What follows belongs to an exercise in optimizing a design on an open flow for small area and a short achievable clock period; a production flow would make more cautious choices.
Function was checked by simulation only, so behaviour that the tests miss may differ from the original.
Power and IR drop assume default switching activity.

// FIR_Top
module FIR_Top(input clk, input [7:0] Xin, H0, H1, H2, output reg [15:0] Yout);
For scale: ~660 cells after synthesis.
export LEC_CHECK = 0
export CAP_MARGIN = 20
export CORE_MARGIN = 2
export CORE_UTILIZATION = 60
export PLACE_DENSITY = 0.8
export SETUP_SLACK_MARGIN = 4.2
export SLEW_MARGIN = 20
export SYNTH_HIERARCHICAL = 1
export SYNTH_MINIMUM_KEEP_SIZE = 0
export TNS_END_PERCENT = 5
create_clock -name core_clock -period 9.5 [get_ports {clk}]
standard.sh (not shown) runs the stock make flow with config.mk's settings and CLKGATE_MAP_FILE= SYNTH_SCRIPT=/design/flow/synth_recipe.tcl, a recipe that flattens the netlist after the stock synthesis.
==> flow/flow/run.sh <==
#!/bin/bash
# Own flow: the standard layout (standard.sh, unchanged synthesis and steps),
# with the port buffers that global placement inserts made as the smallest
# plain buffer instead of the default; repair then upsizes them where timing needs it.
set -euo pipefail
export BUFFER_PORTS_ARGS="-buffer_cell sky130_fd_sc_hd__buf_1"
bash standard.sh > standard_make.log 2>&1
The starting point finished clean.
Rerun with:
Settings changed: SETUP_SLACK_MARGIN 4.2 to 4.35, TNS_END_PERCENT 5 to 0.
=> The changed run passed the timing, DRC and antenna checks. Synthesized cell count does not change. Flip-flop and latch count stays the same. Cell count is about the same. Utilization goes up by 1.2 points. Clock skew is about the same. Setup slack is better by 0.068 ns. Design area rises slightly.
Rerun with:
==> flow/flow/run.sh (replaced) <==
#!/bin/bash
# Own flow: the standard layout (standard.sh: unchanged synthesis and steps) with
#  - the port buffers that global placement inserts made as the smallest plain buffer
#    (repair upsizes them where timing needs it), and
#  - timing repair limited to resizing and pin swaps (no buffer insertion or cloning).
set -euo pipefail
export BUFFER_PORTS_ARGS="-buffer_cell sky130_fd_sc_hd__buf_1"
export SETUP_MOVE_SEQUENCE="unbuffer,sizeup,swap"
bash standard.sh > standard_make.log 2>&1
Settings changed: PLACE_DENSITY 0.8 to default, SETUP_SLACK_MARGIN 4.35 to 4.2.
Wire length fell by a few percent.
Worst hold slack degrades by 0.020 ns.
Clock power rose by roughly a tenth.
Power fell by a few percent.
Critical path depth rose by 1.
Global-route usage fell by 0.52 points.
Maximum frequency fell slightly.
Non-clock buffer count rose by 1.
Rerun with:
==> flow/flow/run.sh (replaced) <==
#!/bin/bash
# Own flow: the standard layout (standard.sh, unchanged synthesis and steps),
# with the port buffers that global placement inserts made as the smallest
# plain buffer instead of the default; repair then upsizes them where timing needs it.
set -euo pipefail
export BUFFER_PORTS_ARGS="-buffer_cell sky130_fd_sc_hd__buf_1"
bash standard.sh > standard_make.log 2>&1
Settings changed: PLACE_DENSITY from default to 0.9.
Outcome:
- The changed run completed without violations
- wire length is higher by 7.7%
- cell count stays flat
- setup slack gets worse by 0.013 ns
- cell area went down by 0.61%
Rerun with:
Settings changed: PLACE_DENSITY 0.9 to 0.7.
After rerunning:
- The new run completed without violations
- clock power decreases by 13%
- cell area came out lower by about 0.8%
- hold slack loses 0.012 ns

========
Setup of try-raven:
FIR_Top, a different RTL version from the one above (not shown whole).
Size in the first run: ~710 cells after synthesis, roughly 6500 um2 of cells after synthesis.
Design FIR_Top, start of the top module:
module FIR_Top(input clk, input [7:0] Xin, H0, H1, H2, output reg [15:0] Yout);
  reg [15:0] Q1;
  reg [15:0] Q2;
  wire a1 = ~(Xin[0] & H2[0]);
  wire a2 = ~(Xin[0] & H2[1]);
  wire a3 = ~(Xin[0] & H2[2]);
  wire a4 = ~(Xin[0] & H2[3]);
  wire a5 = ~(Xin[0] & H2[4]);
  wire a6 = ~(Xin[0] & H2[5]);
  wire a7 = ~(Xin[0] & H2[6]);
  wire a8 = ~(Xin[0] & H2[7]);
  wire a9 = ~(Xin[1] & H2[0]);
  wire a10 = ~(Xin[1] & H2[1]);
  wire a11 = ~(Xin[1] & H2[2]);
  wire a12 = ~(Xin[1] & H2[3]);
  wire a13 = ~(Xin[1] & H2[4]);
  wire a14 = ~(Xin[1] & H2[5]);
  wire a15 = ~(Xin[1] & H2[6]);
  wire a16 = ~(Xin[1] & H2[7]);
  wire a17 = ~(Xin[2] & H2[0]);
  wire a18 = ~(Xin[2] & H2[1]);
  wire a19 = ~(Xin[2] & H2[2]);
  wire a20 = ~(Xin[2] & H2[3]);
  wire a21 = ~(Xin[2] & H2[4]);
  wire a22 = ~(Xin[2] & H2[5]);
  wire a23 = ~(Xin[2] & H2[6]);
  wire a24 = ~(Xin[2] & H2[7]);
  wire a25 = ~(Xin[3] & H2[0]);
  wire a26 = ~(Xin[3] & H2[1]);
  wire a27 = ~(Xin[3] & H2[2]);
  wire a28 = ~(Xin[3] & H2[3]);
  wire a29 = ~(Xin[3] & H2[4]);
  wire a30 = ~(Xin[3] & H2[5]);
  wire a31 = ~(Xin[3] & H2[6]);
  wire a32 = ~(Xin[3] & H2[7]);
  wire a33 = ~(Xin[4] & H2[0]);
  wire a34 = ~(Xin[4] & H2[1]);
  wire a35 = ~(Xin[4] & H2[2]);
  wire a36 = ~(Xin[4] & H2[3]);
  wire a37 = ~(Xin[4] & H2[4]);
  wire a38 = ~(Xin[4] & H2[5]);
  wire a39 = ~(Xin[4] & H2[6]);
  wire a40 = ~(Xin[4] & H2[7]);
  wire a41 = ~(Xin[5] & H2[0]);
  wire a42 = ~(Xin[5] & H2[1]);
  wire a43 = ~(Xin[5] & H2[2]);
  wire a44 = ~(Xin[5] & H2[3]);
  wire a45 = ~(Xin[5] & H2[4]);
  wire a46 = ~(Xin[5] & H2[5]);
  wire a47 = ~(Xin[5] & H2[6]);
  wire a48 = ~(Xin[5] & H2[7]);
  wire a49 = ~(Xin[6] & H2[0]);
  wire a50 = ~(Xin[6] & H2[1]);
  wire a51 = ~(Xin[6] & H2[2]);
  ...
Settings: LEC_CHECK=0, ABC_CLOCK_PERIOD_IN_PS=3000, CAP_MARGIN=20, CORE_MARGIN=2, CORE_UTILIZATION=60, SETUP_SLACK_MARGIN=4.2, SLEW_MARGIN=20, SYNTH_HIERARCHICAL=1, SYNTH_MINIMUM_KEEP_SIZE=0, TNS_END_PERCENT=0; clock period 9.5 ns.
==> flow/flow/run.sh <==
#!/bin/bash
# Own flow: the standard layout (standard.sh, unchanged synthesis and steps),
# with the port buffers that global placement inserts made as the smallest
# plain buffer instead of the default; repair then upsizes them where timing needs it.
set -euo pipefail
export BUFFER_PORTS_ARGS="-buffer_cell sky130_fd_sc_hd__buf_1"
bash standard.sh > standard_make.log 2>&1
try-raven reached the end of the flow, and the finished layout is clean on the timing, DRC and antenna checks.
Inputs modified between try-raven and try-amber:
==> flow/run.sh (new file) <==
#!/bin/bash
# synth_recipe.tcl (not shown) runs the flow's synth.tcl, then flattens the netlist and writes it again
# the make line also repeats each setting of config.mk as NAME=value (left out here)
make -C /OpenROAD-flow-scripts/flow DESIGN_CONFIG=/design/flow/config.mk WORK_HOME=/design/flow/orfs CLKGATE_MAP_FILE= SYNTH_SCRIPT=/design/flow/synth_recipe.tcl finish
--- a/flow/config.mk
+++ b/flow/config.mk
@@ -6,11 +6,9 @@
 export NUM_CORES = 4
 export LEC_CHECK = 0
-export ABC_CLOCK_PERIOD_IN_PS = 3000
 export CAP_MARGIN = 20
 export CORE_MARGIN = 2
-export CORE_UTILIZATION = 60
-export SETUP_SLACK_MARGIN = 4.2
+export CORE_UTILIZATION = 40
+export SETUP_SLACK_MARGIN = 3.5
 export SLEW_MARGIN = 20
 export SYNTH_HIERARCHICAL = 1
 export SYNTH_MINIMUM_KEEP_SIZE = 0
-export TNS_END_PERCENT = 0
removed: flow/flow/run.sh
removed: flow/standard.sh
[summary]
Final worst-path cycle share was lower in the run labelled try-raven.
try-raven → try-amber: via density per instance lost about 10%, time the worst path needs with I/O delays and setup climbed 0.56 ns.
What try-amber reported for final cell count has to be multiplied by 0.918 to get the figure for try-raven.
Of the two values seen for cell at the slowest stage of the critical path, sky130_fd_sc_hd__clkdlybuf4s50_1 was produced by try-amber and sky130_fd_sc_hd__fa_1 by try-raven.
Compared with try-raven, in try-amber count of plain and timing-repair buffers in the layout lower, achievable clock frequency lower, routed wire length lower, proportion of total power due to net switching lower.
Portion of total power attributed to the clock network is higher on try-amber
Compared with try-raven, try-amber shows a higher clock-buffer cell count.
Hold slack of try-amber is on par with try-raven.
Inputs modified between try-amber and try-indigo:
--- a/flow/config.mk
+++ b/flow/config.mk
@@ -8,7 +8,8 @@
 export CAP_MARGIN = 20
 export CORE_MARGIN = 2
-export CORE_UTILIZATION = 40
-export SETUP_SLACK_MARGIN = 3.5
+export CORE_UTILIZATION = 60
+export SETUP_SLACK_MARGIN = 4.2
 export SLEW_MARGIN = 20
 export SYNTH_HIERARCHICAL = 1
 export SYNTH_MINIMUM_KEEP_SIZE = 0
+export TNS_END_PERCENT = 0
[summary]
For the global routing usage on met2, try-indigo came in 15 points higher than try-amber did.
Per the comparison of try-indigo with try-amber, number of global-route vias before repair now sits higher; synthesis-to-finish area growth now sits at about the same level.
try-indigo reports its worst setup path startpoint as Xin[6] while try-amber reports H0[5].
Comparing try-indigo and try-amber, height of the die is lower on try-indigo.
Modified inputs, try-violet compared to try-indigo
==> flow/flow/run.sh (new file) <==
#!/bin/bash
# Own flow: the standard layout (standard.sh, unchanged synthesis and steps),
# with the port buffers that global placement inserts made as the smallest
# plain buffer instead of the default; repair then upsizes them where timing needs it.
set -euo pipefail
export BUFFER_PORTS_ARGS="-buffer_cell sky130_fd_sc_hd__buf_1"
bash standard.sh > standard_make.log 2>&1
==> flow/standard.sh (new file) <==
#!/bin/bash
# synth_recipe.tcl (not shown) runs the flow's synth.tcl, then flattens the netlist and writes it again
# the make line also repeats each setting of config.mk as NAME=value (left out here)
make -C /OpenROAD-flow-scripts/flow DESIGN_CONFIG=/design/flow/config.mk WORK_HOME=/design/flow/orfs CLKGATE_MAP_FILE= SYNTH_SCRIPT=/design/flow/synth_recipe.tcl "${@:-finish}"
--- a/flow/config.mk
+++ b/flow/config.mk
@@ -9,5 +9,5 @@
 export CORE_MARGIN = 2
 export CORE_UTILIZATION = 60
-export SETUP_SLACK_MARGIN = 4.2
+export SETUP_SLACK_MARGIN = 4.8
 export SLEW_MARGIN = 20
 export SYNTH_HIERARCHICAL = 1
removed: flow/run.sh
Comparing final standard cell utilization of the core for try-indigo and try-violet, the smaller number came from try-indigo. Between try-indigo and try-violet, clock latency reported for the late side of the worst-skew pair increased. Going from try-indigo to try-violet, the final worst slack was found to have gone up by 0.14 ns. The violation count after the first detailed-routing iteration in try-violet sits 89 above the value recorded for try-indigo. Between try-violet and try-indigo, it is try-violet whose amount of wire on met2 after detailed routing is higher, by 2100 um. Of try-indigo and try-violet, the higher area growth from synthesis to final layout belongs to try-violet. Of try-indigo and try-violet, the higher final critical-path share of the clock period belongs to try-indigo. Against try-indigo, try-violet reports a total power that is higher. The final-layout non-clock buffer area share reported for try-violet is greater than that of try-indigo by 6.5 points. Register-to-register slack: try-indigo vs try-violet, no meaningful difference.
Relative to try-violet, the following input files were edited for try-juniper:
--- a/flow/config.mk
+++ b/flow/config.mk
@@ -9,5 +9,5 @@
 export CORE_MARGIN = 2
 export CORE_UTILIZATION = 60
-export SETUP_SLACK_MARGIN = 4.8
+export SETUP_SLACK_MARGIN = 4.0
 export SLEW_MARGIN = 20
 export SYNTH_HIERARCHICAL = 1
Results
NOTE: design area in try-juniper falls short of that of try-violet
Compared with try-violet, try-juniper shows a area added between synthesis and finish that is 21 points lower.
Reported for try-juniper and try-violet, synthesized cell count turned out identical to the last digit.
Diff try-violet -> try-juniper | total power | decrease of 0.81 mW

-- port drivers added, routing unchanged --
How much do the figures lean on ideal ports? The routed layouts below were timed once more, with nothing changed but the port constraints.
Step 1, drivers: a clkbuf_16 drives clk and a buf_2 each remaining input, both assumed.
Step 2 times the ports against the registers' clock, not the clock port: input delays grow and output delays shrink by t, the midpoint of the rising clock arrivals with the driver on.
a / b / c = ideal / step 1 / step 2; a / b = the first two.
| run | shift t [ns] | setup WS [ns] | worst data-port slew with drivers (ns) |
|---|---|---|---|
| the first run of note 1 | 0.331 | 4.345 / 4.355 / 4.024 | 0.04 |
| the second run of note 1 | 0.334 | 4.413 / 4.423 / 4.089 | 0.04 |
| the third run of note 1 | 0.330 | 4.353 / 4.365 / 4.036 | 0.04 |
| the fourth run of note 1 | 0.340 | 4.340 / 4.326 / 3.986 | 0.05 |
| the fifth run of note 1 | 0.344 | 4.254 / 4.265 / 3.921 | 0.05 |
| try-raven | 0.346 | 4.351 / 4.363 / 4.017 | 0.04 |
| try-amber | 0.326 | 3.795 / 3.810 / 3.484 | 0.04 |
| try-indigo | 0.341 | 4.332 / 4.341 / 4.001 | 0.04 |
| try-violet | 0.353 | 4.471 / 4.458 / 4.105 | 0.09 |
| try-juniper | 0.349 | 4.192 / 4.201 / 3.852 | 0.03 |
After both steps every run listed still meets setup and hold. For try-violet, which loses most, drivers alone change the setup slack by -0.013 ns; drivers and shift together by -0.366 ns.
